Context: an optimization exercise on an open-source flow, tuned for small area and a short achievable clock period. The choices shown serve that exercise and are no tape-out recipe. Only simulation tests tie the RTL to the original design; equivalence was not proved. Power is estimated from default activity; no workload was simulated.

==> flow/flow/run.sh <==
#!/bin/bash
set -euo pipefail
bash standard.sh BUFFER_PORTS_ARGS="-buffer_cell sky130_fd_sc_hd__buf_1" SETUP_SLACK_MARGIN=7 TNS_END_PERCENT=0 SETUP_MOVE_SEQUENCE=sizeup,swap finish > standard.log 2>&1
==> flow/config.mk <==
export PLATFORM = sky130hd
export DESIGN_NAME = sigmoid
export DESIGN_NICKNAME = sigmoid
export VERILOG_FILES = /design/flow/design.v
export SDC_FILE = /design/flow/constraint.sdc
export NUM_CORES = 4
export LEC_CHECK = 0
export ABC_AREA = 1
export CAP_MARGIN = 20
export CORE_MARGIN = 2
export CORE_UTILIZATION = 60
export CTS_BUF_LIST = sky130_fd_sc_hd__clkbuf_4
export SLEW_MARGIN = 60
export SYNTH_HIERARCHICAL = 1
==> flow/design.v <==
module sigmoid_fa(input wire a, input wire b, input wire c, output wire s, output wire co);
	assign s  = a ^ b ^ c;
	assign co = (a & b) | (a & c) | (b & c);
endmodule
module sigmoid_ha(input wire a, input wire b, output wire s, output wire co);
	assign s  = a ^ b;
	assign co = a & b;
endmodule
module sigmoid_xor(input wire a, input wire b, output wire y);
	assign y = a ^ b;
endmodule
module sigmoid(
	input wire clk,
	input wire reset,
	input wire enable,
	input wire [17:0] x1,
	output reg [15:0] fixed_op
	);
	wire [16:0] m   = x1[16:0];
	wire        neg = x1[17];
	wire lt0 = m < 17'h018B7;
	wire lt1 = m < 17'h054A3;
	wire r0  = lt0;
	wire r1  = ~lt0 & lt1;
	wire r2  = ~lt1 & ~m[16] & ~m[15];
	wire r3  = ~m[16] & m[15];
	wire sat = m >= 17'd62874;	 
	wire [14:0] n  = m[14:0];
	wire [14:0] ni = ~n;
	wire p0_0 = r2;
	wire p0_5 = (r3 & n[0]);
	wire p0_6 = (r3 & n[1]);
	wire p0_7 = (r3 & n[2]);
	wire p0_8 = (r2 & n[0]) | (r3 & n[3]);
	wire p0_9 = (r2 & n[1]) | (r3 & n[4]);
	wire p0_10 = (r1 & n[0]) | (r2 & n[2]) | (r3 & n[5]);
	wire p0_11 = (r0 & n[0]) | (r1 & n[1]) | (r2 & n[3]) | (r3 & n[6]);
	wire p0_12 = (r0 & n[1]) | (r1 & n[2]) | (r2 & n[4]) | (r3 & n[7]);
	wire p0_13 = (r0 & n[2]) | (r1 & n[3]) | (r2 & n[5]) | (r3 & n[8]);
	wire p0_14 = (r0 & n[3]) | (r1 & n[4]) | (r2 & n[6]) | (r3 & n[9]);
	wire p0_15 = (r0 & n[4]) | (r1 & n[5]) | (r2 & n[7]) | (r3 & n[10]);
	wire p0_16 = (r0 & n[5]) | (r1 & n[6]) | (r2 & n[8]) | (r3 & n[11]);
	wire p0_17 = (r0 & n[6]) | (r1 & n[7]) | (r2 & n[9]) | (r3 & n[12]);
	wire p0_18 = (r0 & n[7]) | (r1 & n[8]) | (r2 & n[10]) | (r3 & n[13]);
	wire p0_19 = (r0 & n[8]) | (r1 & n[9]) | (r2 & n[11]) | (r3 & n[14]);
	wire p0_20 = (r0 & n[9]) | (r1 & n[10]) | (r2 & n[12]);
	wire p0_21 = (r0 & n[10]) | (r1 & n[11]) | (r2 & n[13]) | r3;
	wire p0_22 = (r0 & n[11]) | (r1 & n[12]) | r3;
	wire p0_23 = (r0 & n[12]) | (r1 & n[13]) | r2 | r3;
	wire p0_24 = (r0 & neg) | (r1 & n[14]) | r2 | r3;
	wire p0_25 = (r0 & ~neg) | r1 | r2 | r3;
	wire p1_4 = (r1 & n[0]) | (r2 & n[0]);
	wire p1_5 = (r1 & n[1]) | (r2 & n[1]);
	wire p1_6 = (r1 & n[2]) | (r2 & n[2]);
	wire p1_7 = (r1 & n[3]) | (r2 & n[3]);
	wire p1_8 = (r1 & n[4]) | (r2 & n[4]);
	wire p1_9 = (r1 & n[5]) | (r2 & n[5]);
	wire p1_10 = (r1 & n[6]) | (r2 & n[6]);
	wire p1_11 = (r1 & n[7]) | (r2 & n[7]);
	wire p1_12 = (r1 & n[8]) | (r2 & n[8]);
	wire p1_13 = (r0 & neg) | (r1 & n[9]) | (r2 & n[9]) | (r3 & ~neg);
	wire p1_14 = (r0 & neg) | (r1 & n[10]) | (r2 & n[10]);
	wire p1_15 = (r0 & neg) | (r1 & n[11]) | (r2 & n[11]) | r3;
	wire p1_16 = (r0 & neg) | (r1 & n[12]) | (r2 & n[12]) | r3;
	wire p1_17 = (r0 & neg) | (r1 & n[13]) | (r2 & n[13]);
	wire p1_18 = (r0 & neg) | (r1 & n[14]) | r2 | r3;
	wire p1_19 = (r0 & neg) | r3;
	wire p1_20 = (r0 & neg);
	wire p1_21 = (r0 & neg) | r1 | r2;
	wire p1_22 = (r0 & neg) | r1;
	wire p1_23 = (r0 & neg);
	wire p2_2 = (r1 & n[0]);
	wire p2_3 = (r1 & n[1]) | (r2 & n[0]) | (r3 & n[0]);
	wire p2_4 = (r1 & n[2]) | (r2 & n[1]) | (r3 & n[1]);
	wire p2_5 = (r1 & n[3]) | (r2 & n[2]) | (r3 & n[2]);
	wire p2_6 = (r1 & n[4]) | (r2 & n[3]) | (r3 & n[3]);
	wire p2_7 = (r1 & n[5]) | (r2 & n[4]) | (r3 & n[4]);
	wire p2_8 = (r1 & n[6]) | (r2 & n[5]) | (r3 & n[5]);
	wire p2_9 = (r1 & n[7]) | (r2 & n[6]) | (r3 & n[6]);
	wire p2_10 = (r1 & n[8]) | (r2 & n[7]) | (r3 & n[7]);
	wire p2_11 = (r1 & n[9]) | (r2 & n[8]) | (r3 & n[8]);
	wire p2_12 = (r1 & n[10]) | (r2 & n[9]) | (r3 & n[9]);
	wire p2_13 = (r1 & n[11]) | (r2 & n[10]) | (r3 & n[10]);
	wire p2_14 = (r1 & n[12]) | (r2 & n[11]) | (r3 & n[11]);
	wire p2_15 = (r1 & n[13]) | (r2 & n[12]) | (r3 & n[12]);
	wire p2_16 = (r1 & n[14]) | (r2 & n[13]) | (r3 & n[13]);
	wire p2_17 = r2 | (r3 & n[14]);
	wire p2_18 = r1;
	wire p3_0 = (r1 & n[0]) | (r2 & ni[0]);
	wire p3_1 = (r1 & n[1]) | (r2 & ni[1]);
	wire p3_2 = (r1 & n[2]) | (r2 & ni[2]);
	wire p3_3 = (r1 & n[3]) | (r2 & ni[3]);
	wire p3_4 = (r1 & n[4]) | (r2 & ni[4]);
	wire p3_5 = (r1 & n[5]) | (r2 & ni[5]);
	wire p3_6 = (r1 & n[6]) | (r2 & ni[6]);
	wire p3_7 = (r1 & n[7]) | (r2 & ni[7]);
	wire p3_8 = (r1 & n[8]) | (r2 & ni[8]);
	wire p3_9 = (r1 & n[9]) | (r2 & ni[9]);
	wire p3_10 = (r1 & n[10]) | (r2 & ni[10]);
	wire p3_11 = (r1 & n[11]) | (r2 & ni[11]);
	wire p3_12 = (r1 & n[12]) | (r2 & ni[12]);
	wire p3_13 = (r1 & n[13]) | (r2 & ni[13]);
	wire p3_14 = (r1 & n[14]) | (r2 & neg);
	wire p3_15 = (r2 & neg);
	wire p3_16 = r1 | (r2 & ~neg);
	wire p4_13 = (r1 & ~neg) | (r2 & neg);
	wire p4_14 = r1;
	wire s0, c0;
	sigmoid_ha ha0 (.a(p0_13), .b(p1_13), .s(s0), .co(c0));
	wire s1, c1;
	sigmoid_fa fa1 (.a(p0_14), .b(p1_14), .c(p2_14), .s(s1), .co(c1));
	wire s2, c2;
	sigmoid_ha ha2 (.a(p0_15), .b(p1_15), .s(s2), .co(c2));
	wire s3, c3;
	sigmoid_ha ha3 (.a(p0_16), .b(p1_16), .s(s3), .co(c3));
	wire s4, c4;
	sigmoid_ha ha4 (.a(p0_5), .b(p1_5), .s(s4), .co(c4));
	wire s5, c5;
	sigmoid_fa fa5 (.a(p0_6), .b(p1_6), .c(p2_6), .s(s5), .co(c5));
	wire s6, c6;
	sigmoid_fa fa6 (.a(p0_7), .b(p1_7), .c(p2_7), .s(s6), .co(c6));
	wire s7, c7;
	sigmoid_fa fa7 (.a(p0_8), .b(p1_8), .c(p2_8), .s(s7), .co(c7));
	wire s8, c8;
	sigmoid_fa fa8 (.a(p0_9), .b(p1_9), .c(p2_9), .s(s8), .co(c8));
	wire s9, c9;
	sigmoid_fa fa9 (.a(p0_10), .b(p1_10), .c(p2_10), .s(s9), .co(c9));
	wire s10, c10;
	sigmoid_fa fa10 (.a(p0_11), .b(p1_11), .c(p2_11), .s(s10), .co(c10));
	wire s11, c11;
	sigmoid_fa fa11 (.a(p0_12), .b(p1_12), .c(p2_12), .s(s11), .co(c11));
	wire s12, c12;
	sigmoid_fa fa12 (.a(p2_13), .b(p3_13), .c(p4_13), .s(s12), .co(c12));
	wire s13, c13;
	sigmoid_fa fa13 (.a(p3_14), .b(p4_14), .c(c0), .s(s13), .co(c13));
	wire s14, c14;
	sigmoid_fa fa14 (.a(p2_15), .b(p3_15), .c(c1), .s(s14), .co(c14));
	wire s15, c15;
	sigmoid_fa fa15 (.a(p2_16), .b(p3_16), .c(c2), .s(s15), .co(c15));
	wire s16, c16;
	sigmoid_fa fa16 (.a(p0_17), .b(p1_17), .c(p2_17), .s(s16), .co(c16));
	wire s17, c17;
	sigmoid_ha ha17 (.a(p0_18), .b(p1_18), .s(s17), .co(c17));
	wire s18, c18;
	sigmoid_ha ha18 (.a(p1_4), .b(p2_4), .s(s18), .co(c18));
	wire s19, c19;
	sigmoid_fa fa19 (.a(p2_5), .b(p3_5), .c(s4), .s(s19), .co(c19));
	wire s20, c20;
	sigmoid_fa fa20 (.a(p3_6), .b(c4), .c(s5), .s(s20), .co(c20));
	wire s21, c21;
	sigmoid_fa fa21 (.a(p3_7), .b(c5), .c(s6), .s(s21), .co(c21));
	wire s22, c22;
	sigmoid_fa fa22 (.a(p3_8), .b(c6), .c(s7), .s(s22), .co(c22));
	wire s23, c23;
	sigmoid_fa fa23 (.a(p3_9), .b(c7), .c(s8), .s(s23), .co(c23));
	wire s24, c24;
	sigmoid_fa fa24 (.a(p3_10), .b(c8), .c(s9), .s(s24), .co(c24));
	wire s25, c25;
	sigmoid_fa fa25 (.a(p3_11), .b(c9), .c(s10), .s(s25), .co(c25));
	wire s26, c26;
	sigmoid_fa fa26 (.a(p3_12), .b(c10), .c(s11), .s(s26), .co(c26));
	wire s27, c27;
	sigmoid_fa fa27 (.a(s0), .b(c11), .c(s12), .s(s27), .co(c27));
	wire s28, c28;
	sigmoid_fa fa28 (.a(s1), .b(c12), .c(s13), .s(s28), .co(c28));
	wire s29, c29;
	sigmoid_fa fa29 (.a(s2), .b(c13), .c(s14), .s(s29), .co(c29));
	wire s30, c30;
	sigmoid_fa fa30 (.a(s3), .b(c14), .c(s15), .s(s30), .co(c30));
	wire s31, c31;
	sigmoid_fa fa31 (.a(c3), .b(c15), .c(s16), .s(s31), .co(c31));
	wire s32, c32;
	sigmoid_fa fa32 (.a(p2_18), .b(c16), .c(s17), .s(s32), .co(c32));
	wire s33, c33;
	sigmoid_fa fa33 (.a(p0_19), .b(p1_19), .c(c17), .s(s33), .co(c33));
	wire s34, c34;
	sigmoid_ha ha34 (.a(p0_20), .b(p1_20), .s(s34), .co(c34));
	wire s35, c35;
	sigmoid_ha ha35 (.a(p0_21), .b(p1_21), .s(s35), .co(c35));
	wire s36, c36;
	sigmoid_ha ha36 (.a(p0_22), .b(p1_22), .s(s36), .co(c36));
	wire s37, c37;
	sigmoid_ha ha37 (.a(p0_23), .b(p1_23), .s(s37), .co(c37));
	wire [25:0] ra = {p0_25, p0_24, c36, c35, c34, c33, c32, c31, c30, c29, c28, c27, c26, c25, c24, c23, c22, c21, c20, c19, c18, p3_4, p2_3, p2_2, p3_1, p0_0};
	wire [25:0] rb = {1'b0, c37, s37, s36, s35, s34, s33, s32, s31, s30, s29, s28, s27, s26, s25, s24, s23, s22, s21, s20, s19, s18, p3_3, p3_2, 1'b0, p3_0};
	wire [25:0] pg = ra ^ rb;
	wire [25:0] tg = ra | rb;
	wire [25:0] gg = ra & rb;
	wire G1_0 = gg[1] | (pg[1] & gg[0]);
	wire G3_2 = gg[3] | (pg[3] & gg[2]);
	wire P3_2 = pg[3] & pg[2];
	wire G5_4 = gg[5] | (pg[5] & gg[4]);
	wire P5_4 = pg[5] & pg[4];
	wire G7_6 = gg[7] | (pg[7] & gg[6]);
	wire P7_6 = pg[7] & pg[6];
	wire G9_8 = gg[9] | (pg[9] & gg[8]);
	wire P9_8 = pg[9] & pg[8];
	wire G11_10 = gg[11] | (pg[11] & gg[10]);
	wire P11_10 = pg[11] & pg[10];
	wire G13_12 = gg[13] | (pg[13] & gg[12]);
	wire P13_12 = pg[13] & pg[12];
	wire G15_14 = gg[15] | (pg[15] & gg[14]);
	wire P15_14 = pg[15] & pg[14];
	wire G17_16 = gg[17] | (pg[17] & gg[16]);
	wire P17_16 = pg[17] & pg[16];
	wire G19_18 = gg[19] | (pg[19] & gg[18]);
	wire P19_18 = pg[19] & pg[18];
	wire G21_20 = gg[21] | (pg[21] & gg[20]);
	wire P21_20 = pg[21] & pg[20];
	wire G23_22 = gg[23] | (pg[23] & gg[22]);
	wire P23_22 = pg[23] & pg[22];
	wire G25_24 = gg[25] | (pg[25] & gg[24]);
	wire P25_24 = pg[25] & pg[24];
	wire G3_0 = G3_2 | (P3_2 & G1_0);
	wire G7_4 = G7_6 | (P7_6 & G5_4);
	wire P7_4 = P7_6 & P5_4;
	wire G11_8 = G11_10 | (P11_10 & G9_8);
	wire P11_8 = P11_10 & P9_8;
	wire G15_12 = G15_14 | (P15_14 & G13_12);
	wire P15_12 = P15_14 & P13_12;
	wire G19_16 = G19_18 | (P19_18 & G17_16);
	wire P19_16 = P19_18 & P17_16;
	wire G23_20 = G23_22 | (P23_22 & G21_20);
	wire P23_20 = P23_22 & P21_20;
	wire G7_0 = G7_4 | (P7_4 & G3_0);
	wire G15_8 = G15_12 | (P15_12 & G11_8);
	wire P15_8 = P15_12 & P11_8;
	wire G23_16 = G23_20 | (P23_20 & G19_16);
	wire P23_16 = P23_20 & P19_16;
	wire G15_0 = G15_8 | (P15_8 & G7_0);
	wire G23_0 = G23_16 | (P23_16 & G15_0);
	wire G11_0 = G11_8 | (P11_8 & G7_0);
	wire G19_0 = G19_16 | (P19_16 & G15_0);
	wire G5_0 = G5_4 | (P5_4 & G3_0);
	wire G9_0 = G9_8 | (P9_8 & G7_0);
	wire G13_0 = G13_12 | (P13_12 & G11_0);
	wire G17_0 = G17_16 | (P17_16 & G15_0);
	wire G21_0 = G21_20 | (P21_20 & G19_0);
	wire G25_0 = G25_24 | (P25_24 & G23_0);
	wire G2_0 = gg[2] | (pg[2] & G1_0);
	wire G4_0 = gg[4] | (pg[4] & G3_0);
	wire G6_0 = gg[6] | (pg[6] & G5_0);
	wire G8_0 = gg[8] | (pg[8] & G7_0);
	wire G10_0 = gg[10] | (pg[10] & G9_0);
	wire G12_0 = gg[12] | (pg[12] & G11_0);
	wire G14_0 = gg[14] | (pg[14] & G13_0);
	wire G16_0 = gg[16] | (pg[16] & G15_0);
	wire G18_0 = gg[18] | (pg[18] & G17_0);
	wire G20_0 = gg[20] | (pg[20] & G19_0);
	wire G22_0 = gg[22] | (pg[22] & G21_0);
	wire G24_0 = gg[24] | (pg[24] & G23_0);
	wire G0_0 = gg[0];
	wire [25:13] pgx;
	sigmoid_xor x13 (.a(pg[13]), .b(neg), .y(pgx[13]));
	sigmoid_xor x14 (.a(pg[14]), .b(neg), .y(pgx[14]));
	sigmoid_xor x15 (.a(pg[15]), .b(neg), .y(pgx[15]));
	sigmoid_xor x16 (.a(pg[16]), .b(neg), .y(pgx[16]));
	sigmoid_xor x17 (.a(pg[17]), .b(neg), .y(pgx[17]));
	sigmoid_xor x18 (.a(pg[18]), .b(neg), .y(pgx[18]));
	sigmoid_xor x19 (.a(pg[19]), .b(neg), .y(pgx[19]));
	sigmoid_xor x20 (.a(pg[20]), .b(neg), .y(pgx[20]));
	sigmoid_xor x21 (.a(pg[21]), .b(neg), .y(pgx[21]));
	sigmoid_xor x22 (.a(pg[22]), .b(neg), .y(pgx[22]));
	sigmoid_xor x23 (.a(pg[23]), .b(neg), .y(pgx[23]));
	sigmoid_xor x24 (.a(pg[24]), .b(neg), .y(pgx[24]));
	sigmoid_xor x25 (.a(pg[25]), .b(neg), .y(pgx[25]));
	wire [25:13] gx = pgx ^ {G24_0, G23_0, G22_0, G21_0, G20_0, G19_0, G18_0, G17_0, G16_0, G15_0, G14_0, G13_0, G12_0};
	wire [15:0] fixed_op_next = sat ? {2'b00, ~neg, 13'd0} : {3'b000, gx[25:13]};
	always @(posedge clk, posedge reset) begin
		if (reset)
			fixed_op <= 567;
		else if (enable)
			fixed_op <= fixed_op_next;
	end
endmodule
==> flow/constraint.sdc <==
create_clock -name core_clock -period 14.0 [get_ports {clk}]
set_input_delay 2.8000 -clock core_clock [delete_from_list [all_inputs] [get_ports {clk}]]
set_output_delay 2.8000 -clock core_clock [all_outputs]
set_load 0.01 [all_outputs]
==> flow/standard.sh <==
#!/bin/bash
# synth_recipe.tcl (not shown) runs the flow's synth.tcl, then flattens the netlist and writes it again
# the make line also repeats each setting of config.mk as NAME=value (left out here)
make -C /OpenROAD-flow-scripts/flow DESIGN_CONFIG=/design/flow/config.mk WORK_HOME=/design/flow/orfs CLKGATE_MAP_FILE= SYNTH_SCRIPT=/design/flow/synth_recipe.tcl "${@:-finish}"
==> out/qor.yml, run 1 <==
status: "no timing/DRC/antenna violations"
setup-tns-final_ps: 0
worstPathRequired_ps: 14170
pwr-share-comb: 0.734
diodes: 0
cts.clk_slew.worst_paths_ps: 80
numCtsBuffers: 3
wire_per_inst_um: 14.43
routabilityCongestion: 1.116
cts_num_sinks: 14
avgSynthCellArea_um2: 6.451
insertion_delay_ps: 280
r2r_slack_ps: 13240
finalHoldViolCount: 0
path_max_fanout: 16
fillers: 479
htreeDepth: 1
rows: 26
grt_max_degree: 33
start_kind: "input port"
fin_crit_ps: 6920
via_per_inst: 5.832
power_frac_clock: 0.074
power.internal_w: 0.0001541
antenna_found_initial: 0
synthArstFlopShare: 1.000
ant_nets: 0
grt_pass1_vias: 2990
hp-class: "reg2reg"
die_area_mm2: 0.005752
io_pins: 37
seqPwrFrac: 0.192
r2r-end: "fixed_op[2]$_DFFE_PP1P_"
synth.distinct_cells: 31
routed_wl_um: 8325
place.detailed.hpwl_um: 6571
drt_iter0_drc: 411
relSlewSlack: 0.5629
rsz0062_at_grt: "yes"
grt_use_met3: 0.08333
syn_inst: 480
gr-total-overflow: 0
cp_common_cell: "nand2_2"
io_buffers: 34
start_util: 0.6141
busiest_layer: "met2"
slowest_stage: "nor2_4"
reg_top3: "fixed_op (14)"
drc: 0
cts_setup_buffers: 0
clock-root-buffer: "clkbuf_4"
reg2reg_from: "fixed_op[2]$_DFFE_PP1P_"
postCtsHoldBufs: 0
grtUsageTotal: 0.2989
use_met1: 0.4175
yosys_warnings: 7
die_y_um: 75.84
tightest_slew_ps: 654.1
whs_endpoint: "fixed_op[0]$_DFFE_PP1P_"
p_sw_w: 0.0001564
power.density_mw_per_mm2: 88.39
worstHoldStart: "fixed_op[0]$_DFFE_PP1P_"
drive_above_1_share: 0.1400
fmax_mhz: 144.5
synth_ff_type: "dfrtp_1"
largest_register_ffs: 14
yosysSeqAreaShare: 0.1156
fin_cells: 577
clock_skew_ps: 0
cts.path.max_buffers: 2
die_x_um: 75.84
worst-setup-path-type: "in2reg"
swShare: 0.5037
grt_use_met2: 0.4703
cap_violations: 0
ys_ff_latch: 14
end_kind: "register"
regMostFlops: "fixed_op"
via_count: 3365
detail_route.first_pass.iterations: 6
setup_violations: 0
power.leakage_nw: 1.943
post-place-cells: 573
reg2regPathDepth: 2
fin_crit_sh: 0.4943
slowest_delay_ps: 520
syn_area_mm2: 0.003097
syn_to_final_growth_pct: 13.45
drv_slew: 0
core-area_mm2: 0.005042
grt_pass1_wl_um: 13330
peakVddDrop_v: 0.00005700
arrival_ps: 7090
synth_edf_count: 0
cts_tree: "yes"
nNetsFinal: 590
holdPathStages: 2
==> stage by stage <==
step                setup slack, ps  cell area, µm²  hold WS (ps)    util  power (W)
floorplan                      7297            3100         476.1       -  0.0002175
global placement               6234            3258         463.1  0.6462  0.0002594
detailed placement             6611            3271         461.2  0.6486  0.0002662
CTS                            7015            3303         474.0  0.6551  0.0002905
global route                   6749            3513         509.2  0.6968  0.0003492
finish                         7080            3513         470.0  0.6968  0.0003105
==> cell families after synthesis <==
logic type / count (synthesis) / share of synthesized area
AOI/OAI and AO/OA: 57 / 0.1103
adders and majority gates: 61 / 0.3143
buffers and inverters: 75 / 0.09616
DFF: 14 / 0.1156
other: 1 / 0.001211
and+or+nand+nor: 272 / 0.3624
==> modules after synthesis, one instance, submodules excluded <==
module / copies in the design / flip-flops and latches / cells
sigmoid: 1 / 14 / 377
sigmoid_fa: 28 / 0 / 1
sigmoid_xor: 13 / 0 / 5
sigmoid_ha: 10 / 0 / 1
==> synthesized netlist by cell type, types with 2 or more instances <==
library cell	count	area [µm²]
clkbuf_1	4	15.01
nor2_1	36	135.1
o211ai_1	4	30.03
nand4_1	7	43.79
nand3_1	30	150.1
nand3b_1	3	22.52
nand2_2	6	37.54
inv_1	58	217.7
o21ai_0	20	100.1
inv_2	4	15.01
dfstp_2	6	157.7
dfrtp_1	8	200.2
buf_2	7	35.03
ha_1	33	412.9
o2111ai_1	7	61.31
a21oi_1	10	50.05
nor3_1	3	15.01
a211oi_1	2	15.01
buf_4	2	15.01
o21ai_1	9	45.04
fa_1	28	560.5
nand2_1	184	690.7
==> area by class of cell <==
| type | instances | area [µm²] | area share |
|---|---|---|---|
| multi-input combinational | 392 | 2587 | 0.7365 |
| sequential | 14 | 357.8 | 0.1019 |
| inverter | 62 | 244.0 | 0.06944 |
| timing repair buffer | 35 | 210.2 | 0.05983 |
| tap | 70 | 87.58 | 0.02493 |
| clock buffer | 3 | 22.52 | 0.006410 |
| clock inverter | 1 | 3.754 | 0.001068 |
==> power by group through the flow <==
stage / logic [W] / registers, W / clock network (W)
after floorplan: 0.000151 / 0.0000661 / 0
after global placement: 0.000199 / 0.0000603 / 0
after detailed placement: 0.000206 / 0.0000605 / 0
after CTS: 0.000207 / 0.0000598 / 0.0000232
after global routing: 0.000262 / 0.0000617 / 0.0000260
final: 0.000228 / 0.0000597 / 0.0000228
==> timing repair <==
action	in CTS	in global routing
gates resized for setup	6	75
pin swaps	1	25
endpoints found under the setup margin	5	13
hold endpoints to repair	0	0
==> worst max-delay path: cells and delay by family <==
kind            cells  cell delay (ps)
fa+ha+maj           4             1470
compound gates      2              380
buf+inv             2              240
simple gates       18             2170
==> per-layer routing <==
layer  wire length [µm]  vias to the layer above
met3                826                       45
met2               3664                      180
met4                265                        0
met1               3569                     1541
met5                  0                        -
li1                   -                     1599
==> cell usage in the layout (no fill, tap or decap), types with 4 or more instances in the layout <==
cell type,instances
buf_1,21
nand4_1,7
fa_1,28
o211ai_1,4
clkbuf_4,4
o21ai_1,11
nand2_2,22
a21oi_1,9
nor2_1,32
nand2_1,166
inv_1,54
inv_2,4
dfrtp_1,8
nand3_1,29
o21ai_0,18
ha_1,29
buf_6,5
clkbuf_2,5
nor2_4,4
o2111ai_1,5
dfstp_2,6
==> worst max path at each step <==
stage               startpoint                  endpoint  slack [ps]  cells past startpoint
finish                   x1[4]  fixed_op[12]$_DFFE_PP0P_        7080                     26
global route             x1[8]  fixed_op[12]$_DFFE_PP0P_        6750                     30
CTS                     x1[13]  fixed_op[10]$_DFFE_PP0P_        7010                     26
detailed placement       x1[4]  fixed_op[12]$_DFFE_PP0P_        6610                     26
global placement         x1[4]  fixed_op[10]$_DFFE_PP0P_        6230                     26
floorplan                x1[1]  fixed_op[10]$_DFFE_PP0P_        7300                     26
==> run 2, diff against run 1 <==
==> flow/flow/run.sh (replaced) <==
#!/bin/bash
set -euo pipefail
F=$(pwd)/flow
bash standard.sh SYNTH_SCRIPT=$F/synth.tcl MY_ABC_SCRIPT=$F/area.abc \
  BUFFER_PORTS_ARGS="-buffer_cell sky130_fd_sc_hd__buf_1" finish > standard.log 2>&1
==> flow/flow/area.abc (new file) <==
strash
dch
map -a
==> flow/flow/synth.tcl (new file) <==
proc synth {args} { yosys synth -nofsm -noshare {*}$args }
proc abc {args} {
  if {[info exists ::env(MY_ABC_SCRIPT)]} {
    set i [lsearch -exact $args -script]
    if {$i >= 0} { lset args [expr {$i + 1}] $::env(MY_ABC_SCRIPT) }
  }
  yosys abc {*}$args
}
source $::env(SCRIPTS_DIR)/synth.tcl
# left out here: clear keep_hierarchy, flatten, clean up, hide names made inside functions, write 1_2_yosys.v
==> run 2 against run 1 <==
Against the previous run:
- still clean
- via count is 17% lower
- sequential share of layout area up 1.5 points
- combinational power shrank 15%
- worst setup slack worse by 1700 ps
- clock power increased by 6%
- clock skew is the same
- final cell count fell by 21%
- critical path depth increased by 3
- sequential power up 6.5%
==> out/qor.yml, run 2 <==
drive_above_1_share: 0.04444
peakVddDrop_v: 0.00005302
synth_top_area_share: 0.1990
yosys.area_share.simple: 0.2101
antenna_found_initial: 0
io_buffers: 34
p_total_w: 0.0002811
grt_pass1_wl_um: 12590
drt_iter0_drc: 298
nNetsFinal: 488
synth_ff_type: "dfrtp_1"
die_x_um: 72.52
status: "no timing/DRC/antenna violations"
die_area_mm2: 0.005258
reg_top3: "fixed_op (14)"
finalHoldViolCount: 0
r2r-end: "fixed_op[4]$_DFFE_PP1P_"
layout_common_cells: "nand2_1 (81), clkinv_1 (38), buf_1 (34)"
worstHoldStart: "fixed_op[2]$_DFFE_PP1P_"
grt_pass1_vias: 2738
cts_resized: 0
path_max_fanout: 14
synth-compound-area-share: 0.1839
cap_violations: 0
power.density_mw_per_mm2: 92.05
slowest_stage: "fa_1"
syn_area_mm2: 0.002816
rows: 24
drc: 0
cp_common_cell: "clkinv_1"
htreeDepth: 1
cts_num_sinks: 14
start_util: 0.6337
reg2regPathDepth: 2
fmax_mhz: 115.4
r2r_slack_ps: 13250
gr-total-overflow: 0
end_kind: "register"
ant_nets: 0
routabilityCongestion: 1.095
ys_ff_latch: 14
synth_fa_ha_area_frac: 0.3456
setup_violations: 0
worstPathRequired_ps: 14190
yosysSeqAreaShare: 0.1271
synthTopCellsByCount: "nand2_1 (81), clkinv_1 (39), ha_1 (33), fa_1 (28), o21ai_0 (26)"
cts.path.max_buffers: 2
drv_slew: 0
synth-xor-area-share: 0.07463
synth.area.top_cells: "fa_1 (20%), ha_1 (15%), nand2_1 (11%)"
synthMuxAreaShare: 0
routed_wl_um: 7274
grt_max_degree: 26
core-area_mm2: 0.004444
grtUsageTotal: 0.3025
wire_per_inst_um: 15.92
fin_crit_ps: 8663
via_per_inst: 6.133
largest_register_ffs: 14
postCtsHoldBufs: 0
synth_edf_count: 0
yosysMostFrequentCell: "nand2_1"
clock_skew_ps: 0
rsz0062_at_grt: "no"
syn_inst: 366
via_count: 2803
holdPathStages: 2
start_kind: "input port"
cts_setup_buffers: 0
hp-class: "reg2reg"
whs_endpoint: "fixed_op[2]$_DFFE_PP1P_"
fin_crit_sh: 0.6188
arrival_ps: 8850
yosys_warnings: 7
layout_commonest_cell: "nand2_1"
detail_route.first_pass.iterations: 5
synth.distinct_cells: 26
worst-setup-path-type: "in2reg"
avgSynthCellArea_um2: 7.695
synth_top_area_cell: "fa_1"
io_pins: 37
synth_top_family_by_area: "adder cells"
power.leakage_nw: 1.423
place.detailed.hpwl_um: 6017
reg2reg_from: "fixed_op[4]$_DFFE_PP1P_"
cts.clk_slew.worst_paths_ps: 90
slowest_delay_ps: 480
cts_tree: "yes"
setup-tns-final_ps: 0
regMostFlops: "fixed_op"
numCtsBuffers: 3
fillers: 406
insertion_delay_ps: 290
synthArstFlopShare: 1.000
syn_to_final_growth_pct: 8.441
die_y_um: 72.52
clock-root-buffer: "clkbuf_4"
diodes: 0
-- run 2: cell count changes in the layout (fill, tap and decap cells not counted), sizes merged, moves of 7 or more --
| cell | previous run | this run |
|---|---|---|
| inv | 59 | 2 |
| o31ai | 1 | 13 |
| a21oi | 10 | 23 |
| clkinv | 3 | 38 |
| xor2 | 0 | 24 |
| nand2 | 190 | 81 |
| nand3 | 31 | 19 |
| buf | 29 | 36 |
| nor2 | 38 | 22 |
-- run 2: Yosys stat by module, one instance, submodules excluded --
module	cells	copies in the design	area, µm²	flops+latches
sigmoid	315	1	2017	14
sigmoid_ha	1	10	12.51	0
sigmoid_fa	1	28	20.02	0
sigmoid_xor	1	13	8.758	0
-- run 2: worst max path at each step --
| stage | end | startpoint | cells after the start | slack (ps) |
|---|---|---|---|---|
| after floorplan | fixed_op[10]$_DFFE_PP0P_ | x1[0] | 28 | 5930 |
| after global placement | fixed_op[10]$_DFFE_PP0P_ | x1[0] | 29 | 4970 |
| after detailed placement | fixed_op[10]$_DFFE_PP0P_ | x1[0] | 29 | 4950 |
| after CTS | fixed_op[10]$_DFFE_PP0P_ | x1[0] | 29 | 5210 |
| after global routing | fixed_op[10]$_DFFE_PP0P_ | x1[1] | 29 | 4770 |
| final | fixed_op[10]$_DFFE_PP0P_ | x1[0] | 29 | 5340 |
-- run 2: report_power, final --
part | switching [W] | leakage, nW | internal (W) | total [W]
Clock | 0.0000138 | 0.0154 | 0.0000104 | 0.0000242
Combinational | 0.000117 | 1.24 | 0.0000765 | 0.000193
Sequential | 0.00000604 | 0.167 | 0.0000576 | 0.0000636
-- run 2: cell families (layout without fill, tap and decap cells) --
group                    count (synthesis)  count (layout)
adder cells (fa/ha/maj)                 61              61
other                                    1               2
AO/OA/AOI/OAI                           84              84
flip-flops                              14              14
AND/OR/NAND/NOR                        141             141
XOR/XNOR                                24              24
buffers and inverters                   41              79
-- run 2: layout make-up --
class | count | area, µm² | share of cell area
Timing Repair Buffer | 36 | 142.6 | 0.04670
Multi-Input combinational cell | 312 | 2316 | 0.7583
Clock inverter | 1 | 3.754 | 0.001229
Tap cell | 52 | 65.06 | 0.02130
Sequential cell | 14 | 357.8 | 0.1172
Inverter | 39 | 146.4 | 0.04793
Clock buffer | 3 | 22.52 | 0.007374
-- run 2: critical path: cells and delay by family --
kind	cells	cell delay [ps]
compound gates	10	1750
xor+xnor	1	80
fa+ha+maj	3	1190
buf+inv	8	1530
simple gates	7	1510
-- run 2: per-stage QoR --
| stage | instances | setup WS (ps) | hold slack, ps | area, µm² | util |
|---|---|---|---|---|---|
| 3_5_place_dp | 453 | 4949 | 466.8 | 3023 | 0.6802 |
| 5_1_grt | 457 | 4775 | 500.6 | 3054 | 0.6872 |
| 4_1_cts | 457 | 5207 | 483.9 | 3049 | 0.6861 |
| 2_1_floorplan | 367 | 5931 | 486.2 | 2820 | - |
| 6_report | 457 | 5337 | 481.8 | 3054 | 0.6872 |
| 3_3_place_gp | 453 | 4966 | 464.3 | 3013 | 0.6779 |
-- run 2: routing by layer --
metal,track usage,routed length [µm],vias up
met1,0.4376,3194,1251
met2,0.4404,3107,160
met5,0,0,-
li1,-,-,1365
met3,0.08056,747,27
met4,0.1008,225,0
==> run 3, diff against run 2 <==
==> flow/flow/run.sh (replaced) <==
#!/bin/bash
# The standard layout, with two changes:
#  - plain buffers (buf_1) on the ports instead of the default delay-cell buffers;
#  - synthesis runs flow/synth.tcl: synth_recipe.tcl unchanged except that the
#    two-input XOR cells (module sigmoid_xor) are mapped by ABC with an
#    area-only script (flow/xor_area.abc), so they become xor2 cells.
# The make output goes to standard.log; ORFS keeps each step's log under orfs/logs/.
set -euo pipefail
F=$(pwd)/flow
bash standard.sh SYNTH_SCRIPT=$F/synth.tcl MY_XOR_ABC_SCRIPT=$F/xor_area.abc MY_TOP_ABC_SCRIPT=$F/top.abc \
  BUFFER_PORTS_ARGS="-buffer_cell sky130_fd_sc_hd__buf_1" finish > standard.log 2>&1
==> flow/flow/synth.tcl (replaced) <==
proc synth {args} { yosys synth -nofsm -noshare {*}$args }
# Map the XOR cells' module with an area-only ABC script; everything else
# with the flow's own ABC script.
proc abc {args} {
  set mod_args $args
  set i [lsearch -exact $mod_args -script]
  lset mod_args [expr {$i + 1}] $::env(MY_XOR_ABC_SCRIPT)
  yosys select sigmoid_xor
  yosys abc {*}$mod_args
  yosys select * sigmoid_xor %d
  set top_args $args
  if {[info exists ::env(MY_TOP_ABC_SCRIPT)]} { lset top_args [expr {$i + 1}] $::env(MY_TOP_ABC_SCRIPT) }
  yosys abc {*}$top_args
  yosys select -clear
}
source $::env(SCRIPTS_DIR)/synth.tcl
# left out here: clear keep_hierarchy, flatten, clean up, hide names made inside functions, write 1_2_yosys.v
==> flow/flow/top.abc (new file) <==
strash
dch
map -B 0.9
topo
stime -c
upsize -c
dnsize -c
==> flow/flow/xor_area.abc (new file) <==
strash
map -a
removed: flow/flow/area.abc
==> run 3 against run 2 <==
Against the previous run:
- still clean on timing, DRC and antenna
- first-iteration DRC count decreased by 2.0%
- critical path depth decreased by 4
- largest power group unchanged
- utilization decreased by 1.3 points
- worst setup slack improved by 1600 ps
- wire length increased by 4.5%
- flip-flop and latch count unchanged
- combinational power increased by 9%
- critical path type unchanged
==> out/qor.yml, run 3 <==
die_area_mm2: 0.005523
wire_per_inst_um: 14.56
end_kind: "register"
synth.area.top_cells: "fa_1 (19%), nand2_1 (18%), ha_1 (14%)"
synth_top_area_share: 0.1889
slowest_delay_ps: 440
numCtsBuffers: 3
r2r-end: "fixed_op[1]$_DFFE_PP1P_"
ant_nets: 0
power.density_mw_per_mm2: 93.21
regMostFlops: "fixed_op"
io_buffers: 34
rows: 25
avgSynthCellArea_um2: 7.114
grt_use_met2: 0.4901
rsz0062_at_grt: "no"
synth_ff_type: "dfrtp_1"
start_util: 0.6239
diodes: 0
synth.distinct_cells: 31
drc: 0
routabilityCongestion: 1.090
layout_common_cells: "nand2_1 (140), buf_1 (34), ha_1 (33)"
yosysSeqAreaShare: 0.1206
reg2regPathDepth: 2
status: "no timing/DRC/antenna violations"
fin_crit_ps: 7094
placed_area_mm2: 0.003177
place.detailed.hpwl_um: 6374
grt_max_degree: 20
die_x_um: 74.32
endpoint: "fixed_op[10]$_DFFE_PP0P_"
ys_ff_latch: 14
design_area_mm2: 0.003207
gr-total-overflow: 0
drive_above_1_share: 0.09011
cts_tree: "yes"
synth-compound-area-share: 0.1151
cts_setup_buffers: 0
via_count: 3023
yosys.area_share.simple: 0.3458
grt_pass1_vias: 2855
busiest_layer: "met2"
synth_top_area_cell: "fa_1"
htreeDepth: 1
fmax_mhz: 141.0
postCtsHoldBufs: 0
setup_violations: 0
worst-setup-path-type: "in2reg"
syn_to_final_growth_pct: 8.098
grt_use_met3: 0.05420
r2r_slack_ps: 13260
largest_register_ffs: 14
routed_wl_um: 7599
start_kind: "input port"
peakVddDrop_v: 0.00006075
drv_slew: 0
reg_top3: "fixed_op (14)"
insertion_delay_ps: 280
antenna_found_initial: 0
use_met1: 0.4241
synth-xor-area-share: 0.03838
syn_area_mm2: 0.002967
detail_route.first_pass.iterations: 5
nNetsFinal: 538
startpoint: "x1[4]"
io_pins: 37
hp-class: "reg2reg"
cts.path.max_buffers: 2
cts_resized: 0
via_per_inst: 5.791
worst_slack_ps: 6906
reg2reg_from: "fixed_op[1]$_DFFE_PP1P_"
cts_num_sinks: 14
synthMuxAreaShare: 0
synth_fa_ha_area_frac: 0.3281
die_y_um: 74.32
finalHoldViolCount: 0
yosys_warnings: 7
yosysMostFrequentCell: "nand2_1"
holdPathStages: 2
arrival_ps: 7270
cts.clk_slew.worst_paths_ps: 80
synthTopCellsByCount: "nand2_1 (140), ha_1 (33), nor2_1 (33), nand3_1 (30), fa_1 (28)"
place_ws_ps: 6705
layout_commonest_cell: "nand2_1"
worstPathRequired_ps: 14180
clock_skew_ps: 0
setup-tns-final_ps: 0
syn_inst: 417
path_max_fanout: 16
grt_pass1_wl_um: 12960
core-area_mm2: 0.004755
clock-root-buffer: "clkbuf_4"
drt_iter0_drc: 292
slowest_stage: "fa_1"
cap_violations: 0
synth_edf_count: 0
power.leakage_nw: 1.603
grtUsageTotal: 0.2986
synth_top_family_by_area: "simple AND/OR/NAND/NOR gates"
fin_crit_sh: 0.5067
synthArstFlopShare: 1.000
[run 3: cell types whose count changed after synthesis, sizes merged, moves of 6 or more]
cell | previous run | this run
nand2 | 81 | 151
nand3 | 19 | 31
nor2 | 22 | 38
o31ai | 13 | 1
nor3 | 9 | 3
xor2 | 24 | 13
clkinv | 39 | 25
inv | 0 | 11
a21oi | 23 | 10
[run 3: cell type report]
class / count / area [µm²]
clock buffers: 4 / 30.03
fillers: 437 / 1548
inverters: 36 / 135.1
multi-input cells: 366 / 2465
flip-flops and latches: 14 / 357.8
well taps: 67 / 83.83
repair buffers: 35 / 135.1
[run 3: metrics by stage]
| step | std cells | hold WS [ps] | total power, W | utilization |
|---|---|---|---|---|
| floorplan | 418 | 476.9 | 0.0002210 | - |
| global placement | 518 | 462.4 | 0.0002660 | 0.6676 |
| detailed placement | 518 | 465.2 | 0.0002719 | 0.6682 |
| CTS | 522 | 480.2 | 0.0002992 | 0.6745 |
| global route | 522 | 494.3 | 0.0003371 | 0.6745 |
| finish | 522 | 477.0 | 0.0002989 | 0.6745 |
[run 3: kinds of logic after synthesis]
logic type | Yosys count
other cells | 1
simple gates | 233
xor+xnor | 13
flops | 14
fa+ha+maj | 61
compound gates | 57
buf+inv | 38
[run 3: worst min path at each step]
| stage | start | to | slack, ps |
|---|---|---|---|
| after global placement | fixed_op[13]$_DFFE_PP0P_ | fixed_op[13]$_DFFE_PP0P_ | 460 |
| after detailed placement | fixed_op[12]$_DFFE_PP0P_ | fixed_op[12]$_DFFE_PP0P_ | 470 |
| after global routing | fixed_op[9]$_DFFE_PP1P_ | fixed_op[9]$_DFFE_PP1P_ | 490 |
| final | fixed_op[2]$_DFFE_PP1P_ | fixed_op[2]$_DFFE_PP1P_ | 480 |
| after CTS | fixed_op[2]$_DFFE_PP1P_ | fixed_op[2]$_DFFE_PP1P_ | 480 |
| after floorplan | fixed_op[0]$_DFFE_PP1P_ | fixed_op[0]$_DFFE_PP1P_ | 480 |
[run 3: worst max-delay path: cells and delay by family]
family                     cells  cell delay [ps]
AOI/OAI and AO/OA              4              680
adders and majority gates      4             1460
buffers and inverters          2              430
and+or+nand+nor               15             1870
[run 3: routing by layer]
metal,wire length (µm),part of all wire
met1,3434,0.45
met2,3309,0.44
met3,711,0.094
met4,143,0.019
met5,0,0
[run 3: per-module statistics from Yosys (local to each module, per instance)]
module,flops+latches,cell area [µm²],times used
sigmoid,14,2167,1
sigmoid_ha,0,12.51,10
sigmoid_xor,0,8.758,13
sigmoid_fa,0,20.02,28
[run 3: power by group]
group / leakage [nW] / switching (W) / internal [W]
sequential: 0.167 / 0.00000548 / 0.0000568
combinational: 1.42 / 0.000131 / 0.0000794
clock: 0.0184 / 0.0000127 / 0.0000130
==> run 4, diff against run 3 <==
==> flow/flow/top.abc (replaced) <==
strash
dch
map -B 0.8
topo
stime -c
buffer -c
upsize -c
dnsize -c
==> run 4 against run 3 <==
Against the previous run:
- register-to-register slack about the same
- sequential share of layout area hardly changed
- synthesized cell count rose by 1.4%
- combinational power fell by 11%
- first-iteration DRC count rose by 2.1%
- wire length is 0.36% lower
- critical endpoint unchanged
- largest cell class unchanged
==> out/qor.yml, run 4 <==
power.internal_w: 0.0001378
seqPwrFrac: 0.227
power.density_mw_per_mm2: 85.60
synth_top_area_share: 0.1868
cts.clk_slew.worst_paths_ps: 90
synthArstFlopShare: 1.000
reg_top3: "fixed_op (14)"
swShare: 0.4972
routed_wl_um: 7572
busiest_layer: "met2"
grtUsageTotal: 0.2963
power.leakage_nw: 1.740
clock-root-buffer: "clkbuf_4"
tightest_slew_ps: 506.9
synthTopCellsByCount: "nand2_1 (130), inv_1 (37), ha_1 (33), nand3_1 (33), fa_1 (28)"
worstPathRequired_ps: 14170
via_count: 3002
via_per_inst: 5.795
rsz0062_at_grt: "no"
start_util: 0.6269
start_kind: "input port"
yosysMostFrequentCell: "nand2_1"
core-area_mm2: 0.004786
fin_crit_sh: 0.5296
peakVddDrop_v: 0.00005282
setup-tns-final_ps: 0
die_x_um: 74.72
holdPathStages: 2
avgSynthCellArea_um2: 7.093
path_max_fanout: 16
synth_top_area_cell: "fa_1"
ant_nets: 0
synth_ff_type: "dfrtp_1"
grt_max_degree: 21
setup_violations: 0
grt_use_met3: 0.07363
drc: 0
yosysSeqAreaShare: 0.1193
fmax_mhz: 134.9
end_kind: "register"
worst-setup-path-type: "in2reg"
regMostFlops: "fixed_op"
grt_pass1_vias: 2944
reg2regPathDepth: 2
htreeDepth: 1
arrival_ps: 7590
die_y_um: 74.72
synth.distinct_cells: 33
wire_per_inst_um: 14.62
syn_to_final_growth_pct: 6.714
p_sw_w: 0.0001363
clock_skew_ps: 0
cts.path.max_buffers: 2
fin_crit_ps: 7414
final_util: 0.6690
synth.area.top_cells: "fa_1 (19%), nand2_1 (16%), ha_1 (14%)"
insertion_delay_ps: 290
postCtsHoldBufs: 0
cts_num_sinks: 14
multi_input_area_mm2: 0.002437
gr-total-overflow: 0
cts_tree: "yes"
use_met1: 0.4057
finalHoldViolCount: 0
grt_use_met2: 0.4926
hp-class: "reg2reg"
antenna_found_initial: 0
layout_common_cells: "nand2_1 (130), inv_1 (36), buf_1 (34)"
diodes: 0
rows: 25
register_area_um2: 357.8
syn_area_mm2: 0.003000
numCtsBuffers: 3
layout_commonest_cell: "nand2_1"
yosys_warnings: 7
synth_edf_count: 0
hold_ws_ps: 472.4
pwr-share-comb: 0.687
nNetsFinal: 534
fillers: 471
drt_iter0_drc: 298
largest_register_ffs: 14
cts_resized: 0
ys_ff_latch: 14
place.detailed.hpwl_um: 6420
cap_violations: 0
detail_route.first_pass.iterations: 6
drv_slew: 0
power_frac_clock: 0.087
grt_pass1_wl_um: 12960
io_pins: 37
io_buffers: 34
die_area_mm2: 0.005582
cts_setup_buffers: 0
status: "no timing/DRC/antenna violations"
syn_inst: 423
drive_above_1_share: 0.07761
relSlewSlack: 0.6611
routabilityCongestion: 0.9923
[run 4: per-module statistics from Yosys, one instance, submodules excluded]
module	area [µm²]	times used
sigmoid	2201	1
sigmoid_fa	20.02	28
sigmoid_ha	12.51	10
sigmoid_xor	8.758	13
[run 4: layout make-up]
class                      count  share of cell area
clock buffer                   3            0.007034
timing repair buffer          35             0.04220
sequential                    14              0.1118
multi-input combinational    355              0.7612
tap                           67             0.02618
clock inverter                 1            0.001172
inverter                      43             0.05041
[run 4: kinds of logic after synthesis]
kind of cell | Yosys count | share of synthesized area
simple gates | 210 | 0.3078
fa+ha+maj | 61 | 0.3244
buf+inv | 55 | 0.07548
flops | 14 | 0.1193
compound gates | 69 | 0.1339
xor+xnor | 13 | 0.03795
other cells | 1 | 0.001250
[run 4: metal layers]
| layer | wire, µm | share of wire |
|---|---|---|
| met1 | 3440 | 0.45 |
| met2 | 3391 | 0.45 |
| met3 | 675 | 0.089 |
| met4 | 64 | 0.0085 |
| met5 | 0 | 0 |
[run 4: worst paths after layout]
check                                   startpoint                        to  slack (ps)
setup / recovery                            x1[10]  fixed_op[10]$_DFFE_PP0P_        6590
hold / removal             fixed_op[5]$_DFFE_PP1P_   fixed_op[5]$_DFFE_PP1P_         470
setup reg to reg           fixed_op[0]$_DFFE_PP1P_   fixed_op[0]$_DFFE_PP1P_       13270
hold reg to reg            fixed_op[5]$_DFFE_PP1P_   fixed_op[5]$_DFFE_PP1P_         470
max in group asynchronous                    reset   fixed_op[9]$_DFFE_PP1P_       11280
min in group asynchronous                    reset  fixed_op[13]$_DFFE_PP0P_        2420
[run 4: critical path, stage by stage]
cell and delay, ps:
buf_1 180, or2_2 350, nor3_1 280, nand4_1 120, nand3_1 390, inv_2 160
nor2_4 370, inv_1 260, o211ai_1 300, fa_1 460, fa_1 440, ha_1 310
a31oi_1 220, a21oi_1 110, nor2_1 200, nand2_4 90, nand2_2 80, nand2_4 70
nand2_2 70, nand2_2 60, nand2_1 80, nand3_1 70, nand3_1 80, nand2_1 50
[run 4: power by group through the flow]
| stage | logic [W] | clock network (W) | registers, W |
|---|---|---|---|
| floorplan | 0.000136 | 0 | 0.0000687 |
| global placement | 0.000182 | 0 | 0.0000623 |
| detailed placement | 0.000187 | 0 | 0.0000628 |
| CTS | 0.000188 | 0.0000246 | 0.0000622 |
| global route | 0.000218 | 0.0000263 | 0.0000634 |
| finish | 0.000188 | 0.0000238 | 0.0000621 |
[run 4: metrics by stage]
| stage | instance area [µm²] | total power [W] | worst slack (ps) | std cells |
|---|---|---|---|---|
| 6_report | 3202 | 0.0002741 | 6586 | 518 |
| 5_1_grt | 3202 | 0.0003072 | 6109 | 518 |
| 4_1_cts | 3192 | 0.0002748 | 6664 | 518 |
| 3_5_place_dp | 3166 | 0.0002493 | 6373 | 514 |
| 3_3_place_gp | 3158 | 0.0002440 | 6410 | 514 |
| 2_1_floorplan | 3004 | 0.0002045 | 7342 | 424 |
==> run 5, diff against run 4 <==
--- a/flow/flow/run.sh
+++ b/flow/flow/run.sh
@@ -7,5 +7,5 @@
 # The make output goes to standard.log; ORFS keeps each step's log under orfs/logs/.
 set -euo pipefail
 F=$(pwd)/flow
-bash standard.sh SYNTH_SCRIPT=$F/synth.tcl MY_XOR_ABC_SCRIPT=$F/xor_area.abc MY_TOP_ABC_SCRIPT=$F/top.abc \
+bash standard.sh SYNTH_SCRIPT=$F/synth.tcl MY_XOR_ABC_SCRIPT=$F/xor_area.abc \
   BUFFER_PORTS_ARGS="-buffer_cell sky130_fd_sc_hd__buf_1" finish > standard.log 2>&1
==> flow/flow/synth.tcl (replaced) <==
proc synth {args} { yosys synth -nofsm -noshare {*}$args }
# synth_recipe.tcl, except that ABC maps the XOR cells (module sigmoid_xor)
# with an area-only script and everything else with the flow's own script.
proc abc {args} {
  set mod_args $args
  set i [lsearch -exact $mod_args -script]
  lset mod_args [expr {$i + 1}] $::env(MY_XOR_ABC_SCRIPT)
  yosys select sigmoid_xor
  yosys abc {*}$mod_args
  yosys select * sigmoid_xor %d
  yosys abc {*}$args
  yosys select -clear
}
source $::env(SCRIPTS_DIR)/synth.tcl
# left out here: clear keep_hierarchy, flatten, clean up, hide names made inside functions, write 1_2_yosys.v
--- a/flow/config.mk
+++ b/flow/config.mk
@@ -6,7 +6,7 @@
 export NUM_CORES = 4
 export LEC_CHECK = 0
 export ABC_AREA = 1
-export CAP_MARGIN = 20
+export CAP_MARGIN = 60
 export CORE_MARGIN = 2
 export CORE_UTILIZATION = 60
 export CTS_BUF_LIST = sky130_fd_sc_hd__clkbuf_4
removed: flow/flow/top.abc
==> run 5 against run 4 <==
Against the previous run:
- global-route usage rose by 0.71 points
- sequential share of layout area rose by 0.12 points
- flip-flop and latch count did not move
- worst hold slack improved by 5.1 ps
- utilization fell by 0.27 points
- final area fell by 1.1%
- critical path type unchanged
- die area fell by 1.1%
- critical endpoint is now fixed_op[12]$_DFFE_PP0P_
- clock power barely moved
==> out/qor.yml, run 5 <==
fin_crit_ps: 7196
power.leakage_nw: 1.673
rsz0062_at_grt: "no"
syn_area_mm2: 0.002967
slowest_delay_ps: 460
grt_max_degree: 20
end_kind: "register"
synth.area.top_cells: "fa_1 (19%), nand2_1 (18%), ha_1 (14%)"
status: "no timing/DRC/antenna violations"
synthTopCellsByCount: "nand2_1 (145), nor2_1 (36), ha_1 (33), inv_1 (32), nand3_1 (30)"
fmax_mhz: 139.0
yosysMostFrequentCell: "nand2_1"
cts_tree: "yes"
worstPathRequired_ps: 14170
routabilityCongestion: 1.031
synth_top_area_share: 0.1889
power_frac_clock: 0.081
synth.distinct_cells: 32
synth_top_area_cell: "fa_1"
synth_ff_type: "dfrtp_1"
worst-setup-path-type: "in2reg"
syn_to_final_growth_pct: 6.790
fin_crit_sh: 0.5140
largest_register_ffs: 14
drv_slew: 0
place.detailed.hpwl_um: 6269
placed_area_mm2: 0.003137
postCtsHoldBufs: 0
routed_wl_um: 7553
path_max_fanout: 16
yosys_warnings: 7
avgSynthCellArea_um2: 6.931
clock_skew_ps: 0
arrival_ps: 7370
pwr-share-comb: 0.703
cap_violations: 0
io_buffers: 34
io_pins: 37
hp-class: "reg2reg"
grt_pass1_vias: 2925
detail_route.first_pass.iterations: 6
wire_per_inst_um: 14.47
reg_top3: "fixed_op (14)"
design_area_mm2: 0.003168
start_kind: "input port"
drt_iter0_drc: 319
setup_violations: 0
cts.clk_slew.worst_paths_ps: 90
power.density_mw_per_mm2: 91.74
regMostFlops: "fixed_op"
power.internal_w: 0.0001447
ant_nets: 0
nNetsFinal: 538
finalHoldViolCount: 0
cts_resized: 0
antenna_found_initial: 0
peakVddDrop_v: 0.00005247
via_per_inst: 5.784
p_sw_w: 0.0001459
clock-root-buffer: "clkbuf_4"
grt_pass1_wl_um: 13100
diodes: 0
via_count: 3019
yosysSeqAreaShare: 0.1206
ys_ff_latch: 14
fillers: 465
seqPwrFrac: 0.216
core-area_mm2: 0.004755
layout_commonest_cell: "nand2_1"
syn_inst: 428
insertion_delay_ps: 280
htreeDepth: 1
drive_above_1_share: 0.05714
tightest_slew_ps: 527.2
rows: 25
swShare: 0.5021
layout_common_cells: "nand2_1 (145), buf_1 (34), nor2_1 (33), ha_1 (33), inv_1 (31)"
setup-tns-final_ps: 0
slowest_stage: "fa_1"
die_area_mm2: 0.005523
cts.path.max_buffers: 2
gr-total-overflow: 0
relSlewSlack: 0.6482
grtUsageTotal: 0.3033
cp_common_cell: "nand2_1"
synthArstFlopShare: 1.000
numCtsBuffers: 3
die_y_um: 74.32
die_x_um: 74.32
drc: 0
cts_setup_buffers: 0
start_util: 0.6239
synth_edf_count: 0
cts_num_sinks: 14
## run 5: cell types whose count changed after synthesis, moves of 2 or more
cell	delta
inv_1	-5
nor3_1	-3
clkbuf_1	+2
nor2_1	+21
nand2_2	-3
o21ai_1	+2
nand3b_1	+2
inv_2	-2
a21oi_1	-12
o31ai_1	-2
nand2_4	-2
nand2_1	+15
nand3_1	-3
## run 5: critical path, delay by kind of cell
kind,cells,cell delay (ps)
adder cells (fa/ha/maj),4,1500
AND/OR/NAND/NOR,17,2000
AO/OA/AOI/OAI,3,640
buffers and inverters,2,420
## run 5: per-stage QoR
stage	util	hold slack, ps	std cells	worst slack, ps	power [W]
global placement	0.6571	463.9	518	6291	0.0002583
CTS	0.6653	480.5	522	6870	0.0002909
finish	0.6663	477.5	522	6804	0.0002906
detailed placement	0.6597	466.7	518	6586	0.0002661
global route	0.6663	503.3	522	6264	0.0003262
floorplan	-	476.1	429	7299	0.0002167
## run 5: worst paths after layout
check | startpoint | to | slack [ps] | cells after the start
worst min register to register | fixed_op[2]$_DFFE_PP1P_ | fixed_op[2]$_DFFE_PP1P_ | 480 | 2
worst max register to register | fixed_op[4]$_DFFE_PP1P_ | fixed_op[4]$_DFFE_PP1P_ | 13220 | 2
worst max-delay path | x1[3] | fixed_op[12]$_DFFE_PP0P_ | 6800 | 26
worst min-delay path | fixed_op[2]$_DFFE_PP1P_ | fixed_op[2]$_DFFE_PP1P_ | 480 | 2
max in group asynchronous | reset | fixed_op[9]$_DFFE_PP1P_ | 11250 | 2
min in group asynchronous | reset | fixed_op[13]$_DFFE_PP0P_ | 2440 | 2
## run 5: cell type report
class / count / area, µm² / area share
Tap cell: 67 / 83.83 / 0.02646
Clock inverter: 1 / 3.754 / 0.001185
Timing Repair Buffer: 35 / 135.1 / 0.04265
Sequential cell: 14 / 357.8 / 0.1130
Multi-Input combinational cell: 366 / 2430 / 0.7670
Inverter: 36 / 135.1 / 0.04265
Clock buffer: 3 / 22.52 / 0.007109
## run 5: cell families (layout without fill, tap and decap cells)
family | count (synthesis) | count (layout) | synth area share
other | 1 | 2 | 0.001264
XOR/XNOR | 13 | 13 | 0.03838
buffers and inverters | 49 | 75 | 0.06748
adder cells (fa/ha/maj) | 61 | 61 | 0.3281
AO/OA/AOI/OAI | 57 | 57 | 0.1151
AND/OR/NAND/NOR | 233 | 233 | 0.3290
flip-flops | 14 | 14 | 0.1206
## run 5: layer usage
layer,up-vias,GRT usage,share of wire
met5,-,0,0
met3,17,0.06504,0.096
met1,1384,0.4357,0.45
li1,1468,-,-
met4,0,0.02579,0.013
met2,150,0.4960,0.44
## run 5: Yosys stat by module, one instance, submodules excluded
module,cell area [µm²],cells inside,copies in the design
sigmoid_ha,12.51,1,10
sigmoid_fa,20.02,1,28
sigmoid,2167,377,1
sigmoid_xor,8.758,1,13
## run 5: power by group through the flow
stage / logic (W) / clock network, W / registers [W]
floorplan: 0.000147 / 0 / 0.0000696
CTS: 0.000203 / 0.0000245 / 0.0000630
global route: 0.000236 / 0.0000261 / 0.0000643
global placement: 0.000195 / 0 / 0.0000630
detailed placement: 0.000202 / 0 / 0.0000637
finish: 0.000204 / 0.0000236 / 0.0000629
==> run 6, diff against run 5 <==
--- a/flow/config.mk
+++ b/flow/config.mk
@@ -6,9 +6,9 @@
 export NUM_CORES = 4
 export LEC_CHECK = 0
 export ABC_AREA = 1
-export CAP_MARGIN = 60
+export CAP_MARGIN = 20
 export CORE_MARGIN = 2
 export CORE_UTILIZATION = 60
 export CTS_BUF_LIST = sky130_fd_sc_hd__clkbuf_4
-export SLEW_MARGIN = 60
+export SLEW_MARGIN = 75
 export SYNTH_HIERARCHICAL = 1
==> run 6 against run 5 <==
Against the previous run:
- still clean
- first-iteration DRC count down 9.1%
- final area up 0.99%
- sequential power about the same
- synthesized area unchanged
==> out/qor.yml, run 6 <==
status: "no timing/DRC/antenna violations"
cts_resized: 0
start_kind: "input port"
grt_pass1_vias: 2950
reg2reg_from: "fixed_op[4]$_DFFE_PP1P_"
io_buffers: 34
drt_iter0_drc: 290
antenna_found_initial: 0
fmax_mhz: 140.7
ys_ff_latch: 14
fillers: 454
syn_area_mm2: 0.002967
worst-setup-path-type: "in2reg"
setup-tns-final_ps: 0
synth_top_area_share: 0.1889
yosysMostFrequentCell: "nand2_1"
fin_crit_ps: 7109
yosysSeqAreaShare: 0.1206
die_y_um: 74.32
yosys_warnings: 7
synth_top_area_cell: "fa_1"
power_frac_clock: 0.083
setup_violations: 0
postCtsHoldBufs: 0
power.internal_w: 0.0001459
cts.clk_slew.worst_paths_ps: 90
arrival_ps: 7290
via_count: 3055
grt_pass1_wl_um: 13010
cts_num_sinks: 14
cts_setup_buffers: 0
drive_above_1_share: 0.07221
syn_to_final_growth_pct: 7.845
power.leakage_nw: 1.693
cts_tree: "yes"
reg2regPathDepth: 2
cap_violations: 0
r2r-end: "fixed_op[4]$_DFFE_PP1P_"
p_sw_w: 0.0001481
slowest_delay_ps: 460
synth.distinct_cells: 32
hp-class: "reg2reg"
clock_skew_ps: 0
cp_common_cell: "nand2_1"
routed_wl_um: 7670
via_per_inst: 5.830
layout_commonest_cell: "nand2_1"
place.detailed.hpwl_um: 6292
pwr-share-comb: 0.703
start_util: 0.6239
nNetsFinal: 540
core-area_mm2: 0.004755
synthArstFlopShare: 1.000
worstPathRequired_ps: 14190
power.density_mw_per_mm2: 91.89
end_kind: "register"
placed_area_mm2: 0.003163
diodes: 0
numCtsBuffers: 3
synth_ff_type: "dfrtp_1"
reg_top3: "fixed_op (14)"
swShare: 0.5038
synth_edf_count: 0
avgSynthCellArea_um2: 6.931
critPathBufInv: 4
layout_common_cells: "nand2_1 (145), nor2_1 (33), ha_1 (33)"
syn_inst: 428
rows: 25
cts.path.max_buffers: 2
clock-root-buffer: "clkbuf_4"
holdPathStages: 2
synth.area.top_cells: "fa_1 (19%), nand2_1 (18%), ha_1 (14%)"
slowest_stage: "fa_1"
peakVddDrop_v: 0.00004897
fin_crit_sh: 0.5078
die_area_mm2: 0.005523
gr-total-overflow: 0
detail_route.first_pass.iterations: 5
htreeDepth: 1
rsz0062_at_grt: "no"
wire_per_inst_um: 14.64
r2r_slack_ps: 13240
die_x_um: 74.32
grtUsageTotal: 0.3034
worstHoldStart: "fixed_op[2]$_DFFE_PP1P_"
grt_max_degree: 20
largest_register_ffs: 14
synthTopCellsByCount: "nand2_1 (145), nor2_1 (36), ha_1 (33), inv_1 (32), nand3_1 (30)"
io_pins: 37
path_max_fanout: 9
regMostFlops: "fixed_op"
finalHoldViolCount: 0
design_area_mm2: 0.003199
ant_nets: 0
seqPwrFrac: 0.214
routabilityCongestion: 1.031
drc: 0
whs_endpoint: "fixed_op[2]$_DFFE_PP1P_"
cp_top_family: "simple AND/OR/NAND/NOR gates"
drv_slew: 0
insertion_delay_ps: 290
run 6: cell counts after synthesis:
Identical to the previous run, type by type.
run 6: how the worst max path moves through the flow:
stage	start	to	slack (ps)	cells after the start
final	x1[7]	fixed_op[12]$_DFFE_PP0P_	6890	27
after global routing	x1[7]	fixed_op[10]$_DFFE_PP0P_	6510	27
after CTS	x1[4]	fixed_op[12]$_DFFE_PP0P_	6970	27
after detailed placement	x1[4]	fixed_op[12]$_DFFE_PP0P_	6670	27
after global placement	x1[4]	fixed_op[10]$_DFFE_PP0P_	6290	26
after floorplan	x1[1]	fixed_op[10]$_DFFE_PP0P_	7300	26
run 6: kinds of logic (layout without fill, tap and decap cells):
kind of cell,after synthesis,count (layout),synth area share
other cells,1,2,0.001264
buf+inv,49,77,0.06748
fa+ha+maj,61,61,0.3281
compound gates,57,57,0.1151
flops,14,14,0.1206
xor+xnor,13,13,0.03838
simple gates,233,233,0.3290
run 6: final cells by class:
cell class,count,area [µm²],share of cell area
repair buffers,37,156.4,0.04889
flip-flops and latches,14,357.8,0.1118
multi-input cells,366,2440,0.7626
well taps,67,83.83,0.02620
inverters,36,135.1,0.04224
clock buffers,3,22.52,0.007039
clock inverters,1,3.754,0.001173
run 6: Yosys stat by module (local to each module, per instance):
module / flip-flops and latches / cells inside / cell area (µm²)
sigmoid: 14 / 377 / 2167
sigmoid_xor: 0 / 1 / 8.758
sigmoid_fa: 0 / 1 / 20.02
sigmoid_ha: 0 / 1 / 12.51
run 6: metrics by stage:
step | util | cells | total power [W] | setup WS (ps) | hold WS (ps)
final | 0.6729 | 524 | 0.0002940 | 6891 | 478.8
after floorplan | - | 429 | 0.0002167 | 7299 | 476.1
after detailed placement | 0.6653 | 519 | 0.0002670 | 6674 | 464.7
after global routing | 0.6729 | 524 | 0.0003283 | 6514 | 504.3
after global placement | 0.6571 | 518 | 0.0002583 | 6291 | 463.9
after CTS | 0.6708 | 523 | 0.0002931 | 6971 | 481.0
run 6: power by group through the flow:
| stage | clock (W) | sequential, W | combinational [W] |
|---|---|---|---|
| final | 0.0000245 | 0.0000629 | 0.000207 |
| after floorplan | 0 | 0.0000696 | 0.000147 |
| after global routing | 0.0000269 | 0.0000643 | 0.000237 |
| after CTS | 0.0000254 | 0.0000630 | 0.000205 |
| after detailed placement | 0 | 0.0000637 | 0.000203 |
| after global placement | 0 | 0.0000630 | 0.000195 |
run 6: worst register-to-register path: stages (launching register included):
cell     delay [ps]
dfstp_2         540
nand2_1          50
o21ai_1         100
run 6: metal layers:
layer  share of wire  vias up  global-route usage
met2            0.43      174              0.4732
li1                -     1465                   -
met5               0        -                   0
met1            0.44     1390              0.4155
met3            0.10       26             0.08943
met4           0.020        0             0.08333

==> separate check: timing with driven ports <==
The results above use ideal ports. As a check the final layouts listed here were re-extracted and re-timed, cells and wires unchanged.
Step 1 (the two cells are an assumption about what drives the block):
set clk [get_ports {clk}]
set_driving_cell -lib_cell sky130_fd_sc_hd__clkbuf_16 $clk
set_driving_cell -lib_cell sky130_fd_sc_hd__buf_2 [delete_from_list [all_inputs] $clk]
Step 2 adds t to the input delays and takes it off the output delays; t is the mean of the earliest and latest rising clock arrival at the registers after step 1. Input paths then give back, and output paths get back, about the clock's delay inside the block.
Slacks: ideal ports / drivers / drivers and shift; pairs: ideal ports / drivers.
run	shift t [ns]	setup WS [ns]	worst setup path after step 2	pins driven straight from the clock port
run 1	0.298	7.080 / 7.026 / 6.727	input to register	1
run 2	0.310	5.337 / 5.338 / 5.028	input to register	1
run 3	0.298	6.906 / 6.906 / 6.608	input to register	1
run 4	0.304	6.586 / 6.589 / 6.285	input to register	1
run 5	0.296	6.804 / 6.798 / 6.502	input to register	1
run 6	0.315	6.891 / 6.895 / 6.580	input to register	1
After both steps every run listed still meets setup and hold. The setup slack of run 1, which loses most, moves by -0.054 ns with the drivers and by -0.353 ns with both steps.
